From an optimization exercise on the open Yosys and OpenROAD flow, aimed at small area and a short achievable clock period; shortcuts taken in it are not production practice.

==> inputs of run B <==
Design fpu_addmul, start of the top module:
module fpu_addmul(
  input  wire        clk,
  input  wire        op,      
  input  wire [31:0] s,
  input  wire [31:0] t,
  output wire [31:0] d
);
clock: 13.0 ns
lec_check: 0
cap_margin: 20
core_margin: 2
core_utilization: 40
slew_margin: 20
synth_hierarchical: 1
tns_end_percent: 5
standard.sh (not shown) runs the stock make flow with config.mk's settings and CLKGATE_MAP_FILE= SYNTH_SCRIPT=/design/flow/synth_recipe.tcl, a recipe that flattens the netlist after the stock synthesis.
==> flow/flow/run.sh <==
#!/bin/bash
set -euo pipefail
export SETUP_SLACK_MARGIN=7
bash standard.sh > standard.log 2>&1
==> run R (differences from run B) <==
--- a/flow/design.v
+++ b/flow/design.v
@@ -1595,30 +1595,30 @@
 wire [7:0]  dst, dts;
 wire        dst_c, dts_c;
 skladd #(.N(8)) u_dst(.a(es), .b(~et), .ci(1'b1), .s(dst), .co(dst_c));
 skladd #(.N(8)) u_dts(.a(et), .b(~es), .ci(1'b1), .s(dts), .co(dts_c));
 wire        ege = dst_c;                  
 wire        eeq = es == et;
 wire [7:0]  rs  = ege ? dst : dts;
-wire [26:0] l27_st = {2'b01, mt, 2'b00} >> dst[4:0];    
-wire [26:0] l27_ts = {2'b01, ms, 2'b00} >> dts[4:0];    
-wire [26:0] l27_e = ege ? l27_st : l27_ts;
+wire [22:0] ml_e = ege ? mt : ms;
+wire [26:0] l27_e = {2'b01, ml_e, 2'b00} >> rs[4:0];
 wire [26:0] l27_a = eeq ? {2'b01, l_a[22:0], 2'b00} : l27_e;
 wire [31:0] msr, mtr;
 genvar k;
 generate for (k = 0; k < 23; k = k + 1) begin : rev
   assign msr[31-k] = ms[k];
   assign mtr[31-k] = mt[k];
 end endgenerate
 assign msr[8:0] = 9'h100;
 assign mtr[8:0] = 9'h100;
 wire [4:0] tzs, tzt;
 lzc32 u_tzs(.x(msr), .n(tzs));
 lzc32 u_tzt(.x(mtr), .n(tzt));
-wire       sticky_a = ege ? ({3'b0, tzt} + 8'd3) <= dst : ({3'b0, tzs} + 8'd3) <= dts;
+wire [4:0] tzle = ege ? tzt : tzs;
+wire       sticky_a = ({3'b0, tzle} + 8'd3) <= rs;
 wire [5:0] tzp = {1'b0, tzs} + {1'b0, tzt};
 wire [8:0] esum = {1'b0, es} + {1'b0, et};
 wire [11:0] none_a, ntwo_a;
 wire [10:0] neg_a;
 benc u_enc(.m(l_a[22:0]), .none(none_a), .ntwo(ntwo_a), .neg(neg_a));
 wire s_zero = s[30:0] == 31'd0, t_zero = t[30:0] == 31'd0;
 wire s_nan = (es == 8'd255) & (ms != 23'd0), t_nan = (et == 8'd255) & (mt != 23'd0);
@@ -1635,15 +1635,15 @@
   sgt1    <= sgt;
   eqm1    <= eqm;
   add1    <= is_add;
   g1      <= g_a;
   lsign1  <= l_a[31];
   l27x1   <= is_add ? l27_a : ~l27_a;
   sticky1 <= sticky_a;
-  big1    <= ege ? dst > 8'd24 : dts > 8'd24;
+  big1    <= rs > 8'd24;
   lzero1  <= sgt ? t_zero : s_zero;
   lnan1   <= sgt ? t_nan  : s_nan;
   linf1   <= sgt ? t_inf  : s_inf;
   mst1_1  <= tzp < 6'd22;    
   mst0_1  <= tzp < 6'd21;    
   ovf1_1  <= esum >= 9'd381;
   ovf0_1  <= esum >= 9'd382;
@@ -1665,15 +1665,15 @@
   .sign(a_sign), .e0(a_e0), .esub(a_esub), .v(a_v), .rsh(a_rsh), .sta(a_sta), .stb(a_stb),
   .inc(a_inc), .rinc(a_rinc), .infa(a_infa));
 fmul_core u_mul(.g(g1), .lsign(lsign1), .lman(add1 ? l27x1[24:2] : ~l27x1[24:2]), .sgt(sgt1),
   .lzero(lzero1), .lnan(lnan1), .linf(linf1),
   .st1(mst1_1), .st0(mst0_1), .ovf1(ovf1_1), .ovf0(ovf0_1), .udf(udf1), .nexp0(nexp0_1),
   .none(none1), .ntwo(ntwo1), .neg(neg1),
   .sign(m_sign), .e0(m_e0), .v(m_v), .rsh(m_rsh), .sta(m_sta), .stb(m_stb), .ovfm(m_ovf));
-reg         sign2, rsh2, sta2, stb2, sub2, inc2, rinc2, infa2, ovfm2, e253_2, e254_2;
+reg         sign2, rsh2, sta2, stb2, sub2, inc2, rinc2, infa2, ovfm2;
 reg  [7:0]  e02;
 reg  [4:0]  esub2;
 reg  [25:0] v2;
 always @(posedge clk) begin
   sign2 <= op1 ? m_sign : a_sign;
   e02   <= op1 ? m_e0   : a_e0;
   esub2 <= op1 ? 5'd0   : a_esub;
@@ -1682,30 +1682,25 @@
   sta2  <= op1 ? m_sta  : a_sta;
   stb2  <= op1 ? m_stb  : a_stb;
   sub2  <= ~op1 & ~add1;
   inc2  <= ~op1 & a_inc;
   rinc2 <= op1 | a_rinc;
   infa2 <= ~op1 & a_infa;
   ovfm2 <= op1 & m_ovf;
-  e253_2 <= a_e0 == 8'd253;
-  e254_2 <= a_e0 == 8'd254;
 end
 wire [24:0] w  = rsh2 ? v2[25:1] : v2[24:0];
 wire        st = rsh2 ? stb2 : sta2;
 wire        flag  = w[1] & (w[0] | (sub2 ? w[2] & ~st : w[2] | st));
 wire [23:0] man_r = {1'b0, w[24:2]} + {23'd0, flag};
 wire        cri   = inc2 & flag & (&w[24:2]);    
-wire [7:0]  e0p1  = e02 + 8'd1;
-wire [7:0]  e0p2  = e02 + 8'd2;
-wire [7:0]  e0ms  = e02 - {3'd0, esub2};
-wire [7:0]  e0ms1 = e0ms + 8'd1;
-wire        rr    = rsh2 & rinc2;
-wire [7:0]  exp_r = sub2 ? (cri ? e0ms1 : e0ms) :
-                    (rr ? (cri ? e0p2 : e0p1) : (cri ? e0p1 : e02));
-wire        inf_r = rsh2 & ((infa2 & (cri ? e253_2 : e254_2)) | ovfm2);
+wire [7:0]  exp_b = e02 - {3'd0, esub2} + {7'd0, rsh2 & rinc2};
+wire [7:0]  exp_1 = exp_b + 8'd1;
+wire [7:0]  exp_r = cri ? exp_1 : exp_b;
+wire        is255 = cri ? (exp_b == 8'd254) : (exp_b == 8'd255);
+wire        inf_r = rsh2 & ((infa2 & is255) | ovfm2);
 assign d = {sign2, inf_r ? 8'd255 : exp_r, inf_r ? 23'd0 : man_r[22:0]};
 endmodule
 module skladd #(parameter N = 27) (
   input  wire [N-1:0] a,
   input  wire [N-1:0] b,
   input  wire         ci,
   output wire [N-1:0] s,
- TNS_END_PERCENT: 5 -> not set
==> summary.txt <==
In run R the synthesized cell count is smaller than in run B, by about 3.3%. In run R the sequential cell count is lower than in run B, by 2. In run B the fmax is lower than in run R, by about 0.3%. Against run B, the worst hold slack of run R is worse by 12 ps.
==> figures <==
| quantity | run B | run R |
|---|---|---|
| Result of the run | no timing/DRC/antenna violations | no timing/DRC/antenna violations |
| Largest net degree at the start of global routing | 56 | 49 |
| Count of inserted antenna diode cells | 1 | 0 |
| Met1 routed wirelength after detailed routing | 50.5 mm | 49.9 mm |
| Type of element capturing the critical path | flop | primary output |
| Tmin final | 6310 ps | 6290 ps |
| Die Area | 82,800 sq um | 81,100 sq um |
| Routed Wire Length | 123 mm | 120 mm |
| Placer congestion estimate | 0.963 | 0.990 |
No run of this note included a check of the RTL's function; only the layout flow was run.

-- re-timing with driven ports --
The flow's constraints put no driver on any port. The routed layouts listed below were extracted and timed again, unchanged, in two steps.
Step 1 (the two cells are an assumption about what drives the block):
set clk [get_ports {clk}]
set_driving_cell -lib_cell sky130_fd_sc_hd__clkbuf_16 $clk
set_driving_cell -lib_cell sky130_fd_sc_hd__buf_2 [delete_from_list [all_inputs] $clk]
Step 2 also shifts input and output timing later by t, the mid clock arrival at the registers, as if the neighbouring blocks saw the same clock.
Slacks: no drivers / after step 1 / after step 2; pairs: no drivers / after step 1.
run | t, ns | setup slack, ns | latest minus earliest clock arrival (ns)
run B | 0.544 | 6.692 / 6.691 / 6.225 | 0.027 / 0.027
run R | 0.510 | 6.711 / 6.654 / 6.565 | 0.015 / 0.015
After both steps setup and hold are still met in every run listed. The setup slack of run B, which loses most, moves by -0.001 ns with the drivers and by -0.467 ns with both steps.
